From an optimization exercise on the open Yosys and OpenROAD flow, aimed at small area, a short achievable clock period and few clock cycles; shortcuts taken in it are not production practice. Only simulation tests tie the RTL to the original design; equivalence was not proved. No activity file was given, so power comes from the tool's default toggle rates.

==> flow/design.v (excerpt) <==
module JAM (
input CLK,
input RST,
output reg [2:0] W,
output reg [2:0] J,
input [6:0] Cost,
output reg [3:0] MatchCount,
output reg [9:0] MinCost,
output reg Valid );
localparam [2:0] PH_HUNG = 3'd0, PH_AUG = 3'd1, PH_TIGHT = 3'd2, PH_RES = 3'd3,
                 PH_RYS = 3'd4, PH_DONE = 3'd5;
localparam [3:0] ROOT = 4'b1000;
integer k;
reg [2:0] ph;
reg       s0v, s0k, s0first, s0last, s0trr, s0lazy, s0zero, s0t, s0pen, s0ante;
reg       spec;            
reg [2:0] specj;
reg [7:0] rem;
reg [2:0] i;             
reg [3:0] j0;            
reg [7:0] used, usedprev;
reg [6:0] Dprev;
reg [8:0] K;
reg [7:0] bestD;         
reg [2:0] bj, bp;
reg       bpv;
reg [7:0] tmask;
reg [2:0] ja;
reg [7:0] M   [0:7];     
reg [6:0] w   [0:7];     
reg [2:0] way [0:7];     
reg [2:0] p   [0:7];
reg [7:0] pv;
reg [7:0] mrd;
reg [6:0] wrd;
reg       s1v, s1k, s1first, s1last, s1trr, s1lazy, s1zero, s1t, s1pen, s1ante;
reg [2:0] s1c;
reg       s2v, s2k, s2first, s2last, s2trr, s2t, s2pen, s2ante;
reg [2:0] s2c;
reg [6:0] cost_q;
reg       upq;
reg [8:0] wq;
reg [7:0] Mq1;
reg       s3v, s3k, s3first, s3last, s3trr, s3t, s3pen, s3ante;
reg [2:0] s3c;
wire      s3rf = (s3c == 3'd0);
wire      s3rl = (s3c == 3'd7);
reg [7:0] yq, Mq2;
reg [2:0] pq;
reg       pvq;
reg [7:0] Rm, Cm, xq;
reg       sgnk;
reg       rlast;
reg       pvld, plast, ppar;
reg [3:0] pq03, pq47;
  ...
For scale: roughly 2,100 cells after synthesis, ~460 flip-flops, about 30 I/O pins, roughly 24,000 sq um of cells after synthesis.
make LEC_CHECK=0 ABC_CLOCK_PERIOD_IN_PS=2500 CAP_MARGIN=20 CORE_MARGIN=2 CORE_UTILIZATION=40 SETUP_SLACK_MARGIN=2.5 SLEW_MARGIN=20 finish   # period 6.0 ns
run.sh (not shown) runs the stock make flow with config.mk's settings and CLKGATE_MAP_FILE= SYNTH_SCRIPT=/design/flow/synth_recipe.tcl, a recipe that flattens the netlist after the stock synthesis.
The baseline ran to the end with no violations.
Testbench counts at the start, summed over its fixed seeds: cycles 3,489.
Then changed:
--- a/flow/config.mk
+++ b/flow/config.mk
@@ -7,0 +8 @@
+export ABC_AREA = 1
@@ -12 +13 @@
-export SETUP_SLACK_MARGIN = 2.5
+export SETUP_SLACK_MARGIN = 3.0
Result:
- The new run went through all stages and came out clean
- fmax rises by 16%
- worst setup slack improved by 0.46 ns
- design area rises by 4.0%
- utilization rises by 1.4 points
Then changed:
--- a/flow/config.mk
+++ b/flow/config.mk
@@ -8 +7,0 @@
-export ABC_AREA = 1
@@ -12,0 +12 @@
+export GPL_TIMING_DRIVEN = 1
=> The new run completed without violations; cell area drops slightly; clock-buffer cell count climbs by 1; wire length drops by a few percent; total power drops by a few percent; worst setup slack is about the same; area after synthesis drops slightly; clock skew drops by 0.025 ns.


Starting RTL as in the previous note.
==> flow/config.mk <==
export PLATFORM = sky130hd
export DESIGN_NAME = JAM
export DESIGN_NICKNAME = JAM
export VERILOG_FILES = /design/flow/design.v
export SDC_FILE = /design/flow/constraint.sdc
export NUM_CORES = 4
export LEC_CHECK = 0
export ABC_CLOCK_PERIOD_IN_PS = 2500
export CAP_MARGIN = 20
export CORE_MARGIN = 2
export CORE_UTILIZATION = 40
export SETUP_SLACK_MARGIN = 3.0
export SLEW_MARGIN = 20
==> flow/constraint.sdc <==
create_clock -name core_clock -period 6.0 [get_ports {CLK}]
set_input_delay 1.2000 -clock core_clock [delete_from_list [all_inputs] [get_ports {CLK}]]
set_output_delay 1.2000 -clock core_clock [all_outputs]
set_load 0.01 [all_outputs]
The starting point finished clean.
Testbench counts at the start, summed over its fixed seeds: cycles 3,489.
Next try:
Settings changed: CORE_UTILIZATION 40 to 60, PLACE_DENSITY set to 0.75.
The changed run ran to the end with no violations. Synthesized area stays the same. Die area goes down by 33%. Wire length goes down by 5.7%. Non-clock buffer count goes down by 18. Via count goes up by 1.0%. Utilization goes up by 22 points. Setup slack got worse by 0.073 ns. Count of clock-buffer cells in the layout goes down by 19. Maximum frequency goes down by 2.4%.


JAM, a different RTL version from the one above (not shown whole).
For scale: about 30 I/O pins, ~0.025 mm² of cells after synthesis.
make LEC_CHECK=0 ABC_AREA=1 ABC_CLOCK_PERIOD_IN_PS=2500 CAP_MARGIN=20 CORE_MARGIN=2 CORE_UTILIZATION=40 SETUP_SLACK_MARGIN=3.25 SLEW_MARGIN=20 finish   # period 6.0 ns
The baseline completed with no timing, DRC or antenna violations.
Testbench counts at the start, summed over its fixed seeds: cycles 3,348.
Rerun with:
SETUP_SLACK_MARGIN = 3.0   (was 3.25)
The new run finished clean.
Count of clock-buffer cells in the layout climbs by 3.
Power climbs by 0.42%.
Register-to-register slack got worse by 0.04 ns.
Design area drops by 5.0%.
Hold slack stays flat.
Setup slack is worse by 0.035 ns.


Starting RTL as in the previous note.
Settings: LEC_CHECK=0, ABC_AREA=1, ABC_CLOCK_PERIOD_IN_PS=2500, CAP_MARGIN=20, CORE_MARGIN=2, CORE_UTILIZATION=40, SETUP_SLACK_MARGIN=2.8, SLEW_MARGIN=20; clock period 6.0 ns.
The first run passed the timing, design-rule and antenna checks.
Testbench counts at the start, summed over its fixed seeds: cycles 3,348.
Change:
- ABC_AREA: 1 -> not set
- CORE_UTILIZATION: 40 -> 35
- SETUP_SLACK_MARGIN: 2.8 -> 3.0
=>
- The new run finished clean
- global-route usage falls by 3.2 points
- critical path depth went up by 14
- hold slack stays flat
- via count shrinks by 13%
- utilization fell by 3.7 points


Setup of job 101:
JAM again, from the RTL that the note above started with.
make LEC_CHECK=0 ABC_CLOCK_PERIOD_IN_PS=2500 CAP_MARGIN=20 CORE_MARGIN=2 CORE_UTILIZATION=40 SETUP_SLACK_MARGIN=3.0 SLEW_MARGIN=20 finish   # period 6.0 ns
Testbench counts of job 101, summed over its fixed seeds: cycles 3,348.
For job 102, these inputs were changed with respect to job 101:
Settings: a change of ABC_CLOCK_PERIOD_IN_PS from 2500 to 2000.
Comparing job 101 against job 102, there is no change at all in worst ir drop on vdd. Re count of cells along the worst hold path: no difference whatsoever between job 101 and job 102. Summary of job 102 over job 101: power barely changed, data required time at the worst endpoint closely matched the old numbers, HPWL after detailed placement about even, global placement routability congestion about even, slew at the pin closest to its max-slew limit has remained practically unchanged. Re row count: no difference whatsoever between job 102 and job 101.

[what the ideal ports hide]
How much do the figures lean on ideal ports? The routed layouts below were timed once more, with nothing changed but the port constraints.
Step 1: set_driving_cell puts a clkbuf_16 on CLK and a buf_2 on each other input, an assumption about the parent block.
Step 2 moves the port delays by t, midway between the first and last clock arrival at a register: inputs arrive t later, outputs are due t later. That takes back most of the time a late clock gives input paths.
Slacks: ideal ports / drivers / drivers and shift; pairs: ideal ports / drivers.
run	t, ns	setup slack, ns	hold slack, ns	worst register clock-pin slew, ns	worst data-port slew with drivers (ns)
the first run of note 1	0.660	2.595 / 2.591 / 1.969	0.322 / 0.322 / 0.322	0.07 / 0.07	0.03
the second run of note 1	0.662	3.058 / 3.003 / 2.452	0.326 / 0.326 / 0.326	0.06 / 0.06	0.03
the third run of note 1	0.663	3.061 / 3.061 / 2.460	0.321 / 0.321 / 0.321	0.06 / 0.06	0.03
the first run of note 2	0.663	3.061 / 3.061 / 2.460	0.321 / 0.321 / 0.321	0.06 / 0.06	0.03
the second run of note 2	0.647	2.988 / 2.988 / 2.485	0.322 / 0.322 / 0.322	0.08 / 0.08	0.04
the first run of note 3	0.677	3.109 / 3.109 / 2.699	0.325 / 0.325 / 0.325	0.07 / 0.07	0.04
the second run of note 3	0.672	3.074 / 3.074 / 2.494	0.324 / 0.324 / 0.324	0.07 / 0.07	0.04
the first run of note 4	0.666	2.863 / 2.804 / 2.357	0.320 / 0.320 / 0.320	0.07 / 0.07	0.04
the second run of note 4	0.661	2.839 / 2.839 / 2.431	0.321 / 0.321 / 0.321	0.07 / 0.07	0.03
job 101	0.662	2.976 / 2.976 / 2.465	0.325 / 0.325 / 0.325	0.07 / 0.07	0.03
job 102	0.662	2.976 / 2.976 / 2.465	0.325 / 0.325 / 0.325	0.07 / 0.07	0.03
After both steps every run listed still meets setup and hold. For the first run of note 1, which loses most, drivers alone change the setup slack by -0.004 ns; drivers and shift together by -0.626 ns.
